Context: an optimization exercise on an open-source flow, tuned for small area. The choices shown serve that exercise and are no tape-out recipe. Power is estimated from default activity; no workload was simulated.

==> trial 61: inputs <==
## sin_gen
module sin_gen #(
  parameter phase_width     = 9,
  parameter data_width      = 16,
  parameter sampling_f      = 4535,    
  parameter clock_cnt_width = 13
)(
  input                        clk,         
  input                        rst,         
  input      [phase_width-1:0] phase_incr,  
  output     [phase_width-1:0] phase_out,
  output     [data_width-1:0]  signal_out,
  output                       fs_out       
);
==> flow/config.mk <==
export PLATFORM = sky130hd
export DESIGN_NAME = sin_gen
export DESIGN_NICKNAME = sin_gen
export VERILOG_FILES = /design/flow/design.v
export SDC_FILE = /design/flow/constraint.sdc
export NUM_CORES = 4
export LEC_CHECK = 0
export ABC_AREA = 1
export CAP_MARGIN = 20
export CELL_PAD_IN_SITES_DETAIL_PLACEMENT = 1
export CELL_PAD_IN_SITES_GLOBAL_PLACEMENT = 2
export CORE_MARGIN = 2
export CORE_UTILIZATION = 40
export GPL_TIMING_DRIVEN = 1
export SLEW_MARGIN = 20
export SYNTH_MEMORY_MAX_BITS = 16384
==> flow/constraint.sdc <==
create_clock -name core_clock -period 10.0 [get_ports {clk}]
set_input_delay 2.0000 -clock core_clock [delete_from_list [all_inputs] [get_ports {clk}]]
set_output_delay 2.0000 -clock core_clock [all_outputs]
set_load 0.01 [all_outputs]
standard.sh (not shown) runs the stock make flow with config.mk's settings and CLKGATE_MAP_FILE= SYNTH_SCRIPT=/design/flow/synth_recipe.tcl, a recipe that flattens the netlist after the stock synthesis.
==> flow/flow/run.sh <==
#!/bin/bash
set -euo pipefail
W=$PWD
mkdir -p "$W/myscripts"
cp -r "$FLOW_HOME/scripts/." "$W/myscripts/"
cp "$W/flow/abc_area.script" "$W/myscripts/abc_area.script"
bash standard.sh "SCRIPTS_DIR=$W/myscripts" "ADDER_MAP_FILE=" synth > "$W/synth.log" 2>&1
bash standard.sh "BUFFER_PORTS_ARGS=-buffer_cell sky130_fd_sc_hd__buf_1" \
  "CTS_ARGS=-sink_clustering_enable -repair_clock_nets -buf_list sky130_fd_sc_hd__clkbuf_4 -dont_use_dummy_load" \
  finish > "$W/layout.log" 2>&1
==> flow/flow/abc_area.script <==
strash
&get -n
&dch -f
&nf -R 1000
&put
topo
==> trial 78 (differences from trial 61) <==
--- a/flow/design.v
+++ b/flow/design.v
@@ -15,34 +15,26 @@
   reg         ph_s;
   reg         ph_r;
   reg  [6:0]  ph_i;
   reg  [11:0] c;            
   reg         clock_out;    
   wire term = (c & 12'h27f) == 12'h07f;    
   wire fb   = ~(c[11] ^ c[10]);
-  wire [6:0] fold;
-  wire [6:0] low_or;
-  assign low_or[0] = 1'b0;
-  genvar gi;
-  generate for (gi = 1; gi < 7; gi = gi + 1) begin : g_fold
-    assign low_or[gi] = low_or[gi-1] | phase_cnt[gi-1];
-  end endgenerate
-  assign fold = phase_cnt[6:0] ^ ({7{phase_cnt[7]}} & low_or);
   always @(posedge clk)
     ph_s <= phase_cnt[8];
   always @(posedge clk) begin
     if (rst) begin
       phase_cnt <= 9'd0;
       ph_r      <= 1'b0;
       ph_i      <= 7'd0;
       c         <= 12'h0e5;
       clock_out <= 1'b1;
     end else begin
       ph_r <= phase_cnt[7];
-      ph_i <= fold;
+      ph_i <= phase_cnt[7] ? 7'd0 - phase_cnt[6:0] : phase_cnt[6:0];
       if (term) begin
         c         <= clock_out ? 12'h072 : 12'h0e5;
         clock_out <= ~clock_out;
         if (!clock_out)
           phase_cnt <= phase_cnt + phase_incr;
       end else begin
         c <= {c[10:0], fb};
==> qor summary <==
item                                                                 trial 78  trial 61
Status                                               timing/DRC/antenna clean  timing/DRC/antenna clean
Proportion of cell area occupied by multi-input gates                   69.4%     69.3%
Vias in the first global route                                          3,497     3,490
DR vias                                                                 3,558     3,545
CP arrival                                                            4.35 ns   4.39 ns
Share of final-layout standard cells stronger than drive strength 1     2.99%     2.43%
Multi-input gates                                                         386       372
Power drawn by the combinational cells                                10.3 µW   9.60 µW
Fraction of power spent switching nets                                  22.5%     21.7%
Total core area                                                      6830 µm²  6790 µm²
Overall power of the completed layout                                  199 µW    197 µW
Flop pwr share                                                          64.1%     64.9%
Grt met3 use                                                            3.26%     5.75%
Combinational Power Share                                                5.2%      4.9%
Filler cell count in the final layout                                     962       919
Simple-gate share of the synthesized area                               32.3%     29.9%
Iteration-0 DRC count of the detailed router                              407       458
No functional check of the RTL was part of any run of this note.

## what the ideal ports hide
The results above use ideal ports. As a check the final layouts listed here were re-extracted and re-timed, cells and wires unchanged. Step 1, drivers: a clkbuf_16 drives clk and a buf_2 each remaining input, both assumed. Step 2 adds t to the input delays and takes it off the output delays; t is the mean of the earliest and latest rising clock arrival at the registers after step 1. Input paths then give back, and output paths get back, about the clock's delay inside the block. a / b / c = ideal / step 1 / step 2; a / b = the first two.
run | shift t [ns] | setup slack, ns | hold WS [ns] | latest minus earliest clock arrival (ns) | slew at the worst register clock pin (ns)
trial 61 | 0.333 | 3.607 / 3.586 / 3.919 | 0.397 / 0.397 / 0.397 | 0.018 / 0.018 | 0.09 / 0.09
trial 78 | 0.334 | 3.646 / 3.622 / 3.956 | 0.394 / 0.394 / 0.394 | 0.026 / 0.026 | 0.10 / 0.10
After both steps every run listed still meets setup and hold.
